This is an optimization exercise on Yosys and OpenROAD, whose aim is small area and a short achievable clock period, not a production implementation.
In this exercise RTL edits were held to simulation tests only and were not proved equivalent to the original.
No activity file was given, so power comes from the tool's default toggle rates.

==> v24 <==
==> flow/design.v <==
module Addr_Add
	(input [31:0] a, b,
	 output [31:0] s);
	wire [31:0] g0, p0;
	wire [31:0] b_n = ~b;
	genvar i, l;
	generate
		for (i = 0; i < 32; i = i + 1) begin : g_pg
			g_nor2b  ug (.a(b_n[i]), .bn(a[i]), .y(g0[i]));    
			g_xor2   up (.a(a[i]), .b(b[i]), .y(p0[i]));
		end
	endgenerate
	wire [31:0] gg [0:5];
	wire [31:0] pp [0:5];
	assign gg[0] = g0;
	assign pp[0] = p0;
	generate
		for (l = 1; l <= 5; l = l + 1) begin : g_lvl
			localparam integer d = 1 << (l - 1);
			for (i = 0; i < 32; i = i + 1) begin : g_node
				if (i < d) begin : g_pass
					g_inv ug (.a(gg[l-1][i]), .y(gg[l][i]));
					assign pp[l][i] = 1'b0;
				end else if (l % 2 == 1) begin : g_odd
					g_a21oi ug (.a1(pp[l-1][i]), .a2(gg[l-1][i-d]), .b1(gg[l-1][i]), .y(gg[l][i]));
					if (i >= 2*d) begin : g_p
						g_nand2 up (.a(pp[l-1][i]), .b(pp[l-1][i-d]), .y(pp[l][i]));
					end else begin : g_np
						assign pp[l][i] = 1'b1;
					end
				end else begin : g_even
					g_o21ai ug (.a1(pp[l-1][i]), .a2(gg[l-1][i-d]), .b1(gg[l-1][i]), .y(gg[l][i]));
					if (i >= 2*d) begin : g_p
						g_nor2 up (.a(pp[l-1][i]), .b(pp[l-1][i-d]), .y(pp[l][i]));
					end else begin : g_np
						assign pp[l][i] = 1'b0;
					end
				end
			end
		end
	endgenerate
	assign s[0] = p0[0];
	generate
		for (i = 1; i < 32; i = i + 1) begin : g_sum
			g_xnor2 us (.a(p0[i]), .b(gg[5][i-1]), .y(s[i]));
		end
	endgenerate
endmodule
module Pfx32
	(input [31:0] g, p,
	 output [31:0] gn);
	wire [31:0] gg [0:5];
	wire [31:0] pp [0:5];
	assign gg[0] = g;
	assign pp[0] = p;
	genvar i, l;
	generate
		for (l = 1; l <= 5; l = l + 1) begin : g_lvl
			localparam integer d = 1 << (l - 1);
			for (i = 0; i < 32; i = i + 1) begin : g_node
				if (i < d) begin : g_pass
					g_inv ug (.a(gg[l-1][i]), .y(gg[l][i]));
					assign pp[l][i] = 1'b0;
				end else if (l % 2 == 1) begin : g_odd
					g_a21oi ug (.a1(pp[l-1][i]), .a2(gg[l-1][i-d]), .b1(gg[l-1][i]), .y(gg[l][i]));
					if (i >= 2*d) begin : g_p
						g_nand2 up (.a(pp[l-1][i]), .b(pp[l-1][i-d]), .y(pp[l][i]));
					end else begin : g_np
						assign pp[l][i] = 1'b1;
					end
				end else begin : g_even
					g_o21ai ug (.a1(pp[l-1][i]), .a2(gg[l-1][i-d]), .b1(gg[l-1][i]), .y(gg[l][i]));
					if (i >= 2*d) begin : g_p
						g_nor2 up (.a(pp[l-1][i]), .b(pp[l-1][i-d]), .y(pp[l][i]));
					end else begin : g_np
						assign pp[l][i] = 1'b0;
					end
				end
			end
		end
	endgenerate
	assign gn = gg[5];
endmodule
module Inc30
	(input [31:0] x,
	 output [31:0] y);
	wire [29:0] v = x[31:2];
	wire [29:0] c [0:5];    
	assign c[0] = v;
	genvar i, l;
	generate
		for (l = 1; l <= 5; l = l + 1) begin : g_lvl
			localparam integer d = 1 << (l - 1);
			for (i = 0; i < 30; i = i + 1) begin : g_n
				if ((i / d) % 2 == 1) begin : g_and
					assign c[l][i] = c[l-1][i] & c[l-1][(i / d) * d - 1];
				end else begin : g_keep
					assign c[l][i] = c[l-1][i];
				end
			end
		end
	endgenerate
	assign y[1:0] = x[1:0];
	assign y[2] = ~v[0];
	generate
		for (i = 1; i < 30; i = i + 1) begin : g_s
			assign y[i+2] = v[i] ^ c[5][i-1];
		end
	endgenerate
endmodule
module g_o22ai (input a1, a2, b1, b2, output y); assign y = ~((a1 | a2) & (b1 | b2)); endmodule
module g_o21ai (input a1, a2, b1, output y); assign y = ~((a1 | a2) & b1); endmodule
module g_a21oi (input a1, a2, b1, output y); assign y = ~((a1 & a2) | b1); endmodule
module g_nor4 (input a, b, c, d, output y); assign y = ~(a | b | c | d); endmodule
module g_nand4 (input a, b, c, d, output y); assign y = ~(a & b & c & d); endmodule
module g_nand2 (input a, b, output y); assign y = ~(a & b); endmodule
module g_nor2 (input a, b, output y); assign y = ~(a | b); endmodule
module g_xor2 (input a, b, output y); assign y = a ^ b; endmodule
module g_xnor2 (input a, b, output y); assign y = ~(a ^ b); endmodule
module g_inv (input a, output y); assign y = ~a; endmodule
module g_or16 (input [15:0] a, output y); assign y = |a; endmodule
module g_nor2b (input a, bn, output y); assign y = ~a & bn; endmodule
module RF_Read
	(input [991:0] rf,
	 input [4:0] rs,
	 output [31:0] q);
	wire [3:0] lo;
	wire [7:0] hi;
	assign lo[0] = ~rs[1] & ~rs[0];
	assign lo[1] = ~rs[1] &  rs[0];
	assign lo[2] =  rs[1] & ~rs[0];
	assign lo[3] =  rs[1] &  rs[0];
	genvar gi, gb, gj;
	generate
		for (gi = 0; gi < 8; gi = gi + 1) begin : g_hi
			assign hi[gi] = (rs[4:2] == gi);
		end
	endgenerate
	wire [31:0] sn;
	generate
		for (gi = 0; gi < 32; gi = gi + 1) begin : g_sel
			g_nand2 u (.a(lo[gi % 4]), .b(hi[gi / 4]), .y(sn[gi]));
		end
	endgenerate
	generate
		for (gb = 0; gb < 32; gb = gb + 1) begin : g_bit
			wire [15:0] y;
			g_o21ai u0 (.a1(sn[1]), .a2(rf[gb]), .b1(sn[0]), .y(y[0]));
			for (gj = 1; gj < 16; gj = gj + 1) begin : g_pair
				g_o22ai u (.a1(sn[2*gj]), .a2(rf[32*(2*gj-1) + gb]),
				           .b1(sn[2*gj+1]), .b2(rf[32*(2*gj) + gb]), .y(y[gj]));
			end
			wire [7:0] z;
			wire [1:0] w;
			for (gj = 0; gj < 8; gj = gj + 1) begin : g_z
				g_nor2 u (.a(y[2*gj]), .b(y[2*gj+1]), .y(z[gj]));
			end
			g_nand4 uw0 (.a(z[0]), .b(z[1]), .c(z[2]), .d(z[3]), .y(w[0]));
			g_nand4 uw1 (.a(z[4]), .b(z[5]), .c(z[6]), .d(z[7]), .y(w[1]));
			g_nor2 uq (.a(w[0]), .b(w[1]), .y(q[gb]));
		end
	endgenerate
endmodule
module RV32I_Top #(parameter n = 32)
	(input clk, rst, shift_done,
	input [n-1:0] dmem_out, imem_out,
	output w_en_to_bus_for_dmem,
	output [n-1:0] addr_dmem,
	output [n-1:0] data_dmem,
	output [n-1:0] pc_to_imem);
	wire [31:0] in = imem_out;
	wire [6:0] op = in[6:0];
	wire [2:0] f3 = in[14:12];
	wire [6:0] f7 = in[31:25];
	wire [4:0] rs1 = in[19:15];
	wire [4:0] rs2 = in[24:20];
	wire [4:0] rd  = in[11:7];
	wire op_r     = op == 7'b0110011;
	wire op_i     = op == 7'b0010011;
	wire op_ld    = op == 7'b0000011;
	wire op_st    = op == 7'b0100011;
	wire op_br    = op == 7'b1100011;
	wire op_jalr  = op == 7'b1100111;
	wire op_jal   = op == 7'b1101111;
	wire op_lui   = op == 7'b0110111;
	wire op_auipc = op == 7'b0010111;
	wire r_ok  = op_r & ((f3 != 3'b000) | (f7 == 7'b0000000) | (f7 == 7'b0100000));
	wire i_ok  = op_i & (f3 != 3'b001) & (f3 != 3'b101);
	wire ld_ok = op_ld & ~f3[2] & ~f3[0];           
	wire st_ok = op_st & ~f3[2] & ~f3[0];           
	wire wr_reg = r_ok | i_ok | ld_ok | op_jalr | op_jal | op_lui | op_auipc;
	wire br_eq  = op_br & (f3 == 3'b000);
	wire br_ne  = op_br & (f3 == 3'b001);
	wire br_lt  = op_br & (f3 == 3'b100);
	wire br_ge  = op_br & (f3 == 3'b101);
	wire [31:0] immI = {{20{in[31]}}, in[31:20]};
	wire [31:0] immLS = {{20{in[31]}}, in[31:25], in[5] ? in[11:7] : in[24:20]};
	wire [31:0] immB = {{19{in[31]}}, in[31], in[7], in[30:25], in[11:8], 1'b0};
	wire [31:0] immU = {in[31:12], 12'h000};
	wire [31:0] immJ = {{12{in[31]}}, in[31], in[19:12], in[20], in[30:21]};
	reg [31:0] rf [1:31];
	wire [31:0] wdata;
	wire [31:0] wdata_r = wdata & {32{~rst}};
	wire [31:1] wen;
	wire [991:0] rf_flat;
	genvar gi;
	generate
		for (gi = 1; gi < 32; gi = gi + 1) begin : g_rf
			assign wen[gi] = rst | (wr_reg & (rd == gi));
			always @(posedge clk)
				if (wen[gi]) rf[gi] <= wdata_r;
			assign rf_flat[32*gi-1 -: 32] = rf[gi];
		end
	endgenerate
	wire [31:0] a, b;
	RF_Read rd1 (.rf(rf_flat), .rs(rs1), .q(a));
	RF_Read rd2 (.rf(rf_flat), .rs(rs2), .q(b));
	reg [31:0] pc;
	wire [31:0] pc4;
	Inc30 inc (.x(pc), .y(pc4));
	wire [31:0] sum_ls;
	Addr_Add addr_add (.a(a), .b(immLS), .s(sum_ls));
	wire use_b = op_r | op_br | op_jalr;
	wire [31:0] op2 = use_b ? b : immI;
	wire sub = op_br | ((op_r | op_i) & (f3[2:1] == 2'b01)) | (op_r & (f3 == 3'b000) & in[30]);
	wire [31:0] x = op2 ^ {32{sub}};
	wire [31:0] g_ab = a & x;
	wire [31:0] p_ab = a ^ x;
	wire [31:0] gn_ab;
	Pfx32 pfx_ab (.g({g_ab[31:1], g_ab[0] | (p_ab[0] & sub)}), .p(p_ab), .gn(gn_ab));
	wire [31:0] res_as = p_ab ^ {~gn_ab[30:0], sub};
	wire carry = ~gn_ab[31];
	wire lt_s = (a[31] ^ op2[31]) ? a[31] : res_as[31];
	wire lt_u = ~carry;
	wire [31:0] sll = b[4] ? {a[15:0], 16'b0} : b[3] ? {a[23:0], 8'b0} : b[2] ? {a[27:0], 4'b0} :
	                  b[1] ? {a[29:0], 2'b0} : b[0] ? {a[30:0], 1'b0} : a;
	wire [31:0] srl = b[4] ? {16'b0, a[31:16]} : b[3] ? {8'b0, a[31:8]} : b[2] ? {4'b0, a[31:4]} :
	                  b[1] ? {2'b0, a[31:2]} : b[0] ? {1'b0, a[31:1]} : a;
	reg [31:0] alu;
	always @(*) begin
		case (f3)
			3'b000: alu = op_r ? res_as : sum_ls;
			3'b001: alu = sll;
			3'b010: alu = {31'b0, lt_s};
			3'b011: alu = {31'b0, lt_u};
			3'b100: alu = a ^ op2;
			3'b101: alu = srl;
			3'b110: alu = a | op2;
			default: alu = a & op2;
		endcase
	end
	wire [31:0] lb = dmem_out[7] ? (dmem_out | 32'hffffff00) : (dmem_out | 32'h000000ff);
	wire [31:0] imm_pc = op[6] ? immB : immU;
	wire [31:0] gn_pc;
	Pfx32 pfx_pc (.g(pc & imm_pc), .p(pc ^ imm_pc), .gn(gn_pc));
	wire [31:0] pc_imm = (pc ^ imm_pc) ^ {~gn_pc[30:0], 1'b0};
	assign wdata = op[2] ? (op[6] ? pc4 : (op[5] ? immU : pc_imm))
	                     : (op[4] ? alu : (f3[1] ? dmem_out : lb));
	wire eq = (a == b);
	wire taken = op_jal | op_jalr | (br_eq & eq) | (br_ne & ~eq) | (br_lt & res_as[31]) | (br_ge & ~res_as[31]);
	wire [31:0] tgt = op_jal ? {immJ[31:1], 1'b0} : op_jalr ? {res_as[31:1], 1'b0} : pc_imm;
	always @(posedge clk)
		if (rst) pc <= 32'b0;
		else if (shift_done) pc <= taken ? tgt : pc4;
	assign pc_to_imem = pc;
	assign w_en_to_bus_for_dmem = st_ok;
	assign addr_dmem = sum_ls;
	assign data_dmem = {in[13] ? b[31:8] : 24'b0, b[7:0]};
endmodule
==> flow/run.sh <==
#!/bin/bash
# synth_recipe.tcl (not shown) runs the flow's synth.tcl, then flattens the netlist and writes it again
# the make line also repeats each setting of config.mk as NAME=value (left out here)
make -C /OpenROAD-flow-scripts/flow DESIGN_CONFIG=/design/flow/config.mk WORK_HOME=/design/flow/orfs CLKGATE_MAP_FILE= SYNTH_SCRIPT=/design/flow/synth_recipe.tcl finish
==> flow/config.mk <==
export PLATFORM = sky130hd
export DESIGN_NAME = RV32I_Top
export DESIGN_NICKNAME = RV32I_Top
export VERILOG_FILES = /design/flow/design.v
export SDC_FILE = /design/flow/constraint.sdc
export NUM_CORES = 4
export LEC_CHECK = 0
export CAP_MARGIN = 20
export CORE_MARGIN = 2
export CORE_UTILIZATION = 40
export SETUP_SLACK_MARGIN = 4.5
export SLEW_MARGIN = 20
export SYNTH_HIERARCHICAL = 1
export SYNTH_MINIMUM_KEEP_SIZE = 0
export TNS_END_PERCENT = 10
==> flow/constraint.sdc <==
create_clock -name core_clock -period 12.5 [get_ports {clk}]
set_input_delay 2.5000 -clock core_clock [delete_from_list [all_inputs] [get_ports {clk}]]
set_output_delay 2.5000 -clock core_clock [all_outputs]
set_load 0.01 [all_outputs]
==> inputs of v34, as changes to v24 <==
--- a/flow/design.v
+++ b/flow/design.v
@@ -136,19 +136,21 @@
 			assign hi[gi] = (rs[4:2] == gi);
 		end
 	endgenerate
-	wire [31:0] sn;
-	generate
-		for (gi = 0; gi < 32; gi = gi + 1) begin : g_sel
-			g_nand2 u (.a(lo[gi % 4]), .b(hi[gi / 4]), .y(sn[gi]));
+	wire [31:0] sn [0:1];
+	generate
+		for (gj = 0; gj < 2; gj = gj + 1) begin : g_half
+			for (gi = 0; gi < 32; gi = gi + 1) begin : g_sel
+				g_nand2 u (.a(lo[gi % 4]), .b(hi[gi / 4]), .y(sn[gj][gi]));
+			end
 		end
 	endgenerate
 	generate
 		for (gb = 0; gb < 32; gb = gb + 1) begin : g_bit
 			wire [15:0] y;
-			g_o21ai u0 (.a1(sn[1]), .a2(rf[gb]), .b1(sn[0]), .y(y[0]));
+			g_o21ai u0 (.a1(sn[gb / 16][1]), .a2(rf[gb]), .b1(sn[gb / 16][0]), .y(y[0]));
 			for (gj = 1; gj < 16; gj = gj + 1) begin : g_pair
-				g_o22ai u (.a1(sn[2*gj]), .a2(rf[32*(2*gj-1) + gb]),
-				           .b1(sn[2*gj+1]), .b2(rf[32*(2*gj) + gb]), .y(y[gj]));
+				g_o22ai u (.a1(sn[gb / 16][2*gj]), .a2(rf[32*(2*gj-1) + gb]),
+				           .b1(sn[gb / 16][2*gj+1]), .b2(rf[32*(2*gj) + gb]), .y(y[gj]));
 			end
 			wire [7:0] z;
 			wire [1:0] w;
@@ -215,7 +217,8 @@
 	wire [31:0] a, b;
 	RF_Read rd1 (.rf(rf_flat), .rs(rs1), .q(a));
 	RF_Read rd2 (.rf(rf_flat), .rs(rs2), .q(b));
-	reg [31:0] pc;
+	reg [31:1] pc_r;
+	wire [31:0] pc = {pc_r, 1'b0};
 	wire [31:0] pc4;
 	Inc30 inc (.x(pc), .y(pc4));
 	wire [31:0] sum_ls;
@@ -232,10 +235,17 @@
 	wire carry = ~gn_ab[31];
 	wire lt_s = (a[31] ^ op2[31]) ? a[31] : res_as[31];
 	wire lt_u = ~carry;
-	wire [31:0] sll = b[4] ? {a[15:0], 16'b0} : b[3] ? {a[23:0], 8'b0} : b[2] ? {a[27:0], 4'b0} :
-	                  b[1] ? {a[29:0], 2'b0} : b[0] ? {a[30:0], 1'b0} : a;
-	wire [31:0] srl = b[4] ? {16'b0, a[31:16]} : b[3] ? {8'b0, a[31:8]} : b[2] ? {4'b0, a[31:4]} :
-	                  b[1] ? {2'b0, a[31:2]} : b[0] ? {1'b0, a[31:1]} : a;
+	reg [31:0] a_rev, shr_rev;
+	integer k;
+	always @(*)
+		for (k = 0; k < 32; k = k + 1) a_rev[k] = a[31-k];
+	wire [31:0] shr_in = f3[2] ? a : a_rev;
+	wire [31:0] shr = b[4] ? {16'b0, shr_in[31:16]} : b[3] ? {8'b0, shr_in[31:8]} : b[2] ? {4'b0, shr_in[31:4]} :
+	                  b[1] ? {2'b0, shr_in[31:2]} : b[0] ? {1'b0, shr_in[31:1]} : shr_in;
+	always @(*)
+		for (k = 0; k < 32; k = k + 1) shr_rev[k] = shr[31-k];
+	wire [31:0] sll = shr_rev;
+	wire [31:0] srl = shr;
 	reg [31:0] alu;
 	always @(*) begin
 		case (f3)
@@ -256,12 +266,12 @@
 	wire [31:0] pc_imm = (pc ^ imm_pc) ^ {~gn_pc[30:0], 1'b0};
 	assign wdata = op[2] ? (op[6] ? pc4 : (op[5] ? immU : pc_imm))
 	                     : (op[4] ? alu : (f3[1] ? dmem_out : lb));
-	wire eq = (a == b);
+	wire eq = &p_ab;
 	wire taken = op_jal | op_jalr | (br_eq & eq) | (br_ne & ~eq) | (br_lt & res_as[31]) | (br_ge & ~res_as[31]);
 	wire [31:0] tgt = op_jal ? {immJ[31:1], 1'b0} : op_jalr ? {res_as[31:1], 1'b0} : pc_imm;
 	always @(posedge clk)
-		if (rst) pc <= 32'b0;
-		else if (shift_done) pc <= taken ? tgt : pc4;
+		if (rst) pc_r <= 31'b0;
+		else if (shift_done) pc_r <= taken ? tgt[31:1] : pc4[31:1];
 	assign pc_to_imem = pc;
 	assign w_en_to_bus_for_dmem = st_ok;
 	assign addr_dmem = sum_ls;
--- a/flow/config.mk
+++ b/flow/config.mk
@@ -8,8 +8,10 @@
 export CAP_MARGIN = 20
 export CORE_MARGIN = 2
 export CORE_UTILIZATION = 40
+export CTS_CLUSTER_DIAMETER = 100
+export CTS_CLUSTER_SIZE = 20
 export SETUP_SLACK_MARGIN = 4.5
 export SLEW_MARGIN = 20
 export SYNTH_HIERARCHICAL = 1
 export SYNTH_MINIMUM_KEEP_SIZE = 0
-export TNS_END_PERCENT = 10
+export TNS_END_PERCENT = 0
==> comparison table <==
metric                                                    v24             v34
Run status                                     finished clean  finished clean
Post-CTS Resized                                          864             765
Drt total wl                                   289000 microns  274000 microns
Switching share of total power                          0.359           0.381
Proportion of cell area occupied by registers           0.418           0.439
Worst Hold Endpoint                                     pc[3]         pc_r[1]
Final worst path period share                           0.709           0.685
Routed length on met3                           41800 microns   38900 microns
Global Route met1 Usage                                 0.482           0.495
Plain + repair buffers                                    714             538
Signal arrival time at the worst endpoint             6360 ps         8960 ps
Post-route total power                                11.1 mW         9.98 mW
Required time at the worst-slack endpoint            10000 ps        12910 ps
Int Power                                             7.14 mW         6.18 mW
Reg2Reg Launch Point                                rf[20][9]       rf[22][8]
Crit. Startpoint                                 imem_out[18]    imem_out[23]
Vias in the first global route                          51100           48400
Largest fanout on the critical path                         8              31
Endpoint class of the critical path                output pin            flop
Min Tclk post-route                                   8860 ps         8560 ps
Non-clock inverters                                       216             228
RePlAce Congestion                                       1.07            1.04
Clock tree sinks                                         1024            1023

port drivers added, routing unchanged:
Ports are ideal in the flow. The routed layouts listed here were re-timed in OpenROAD.
Step 1, drivers: a clkbuf_16 drives clk and a buf_2 each remaining input, both assumed.
Step 2 adds t to the input delays and takes it off the output delays; t is the mean of the earliest and latest rising clock arrival at the registers after step 1. Input paths then give back, and output paths get back, about the clock's delay inside the block.
Slacks: ideal / step 1 / step 2; pairs: ideal / step 1.
run	t (ns)	slack for setup (ns)	clock arrival spread, ns
v24	0.812	3.635 / 3.547 / 3.117	0.067 / 0.067
v34	0.805	3.943 / 3.850 / 3.192	0.066 / 0.066
After both steps setup and hold are still met in every run listed. The setup slack of v34, which loses most, moves by -0.093 ns with the drivers and by -0.751 ns with both steps.
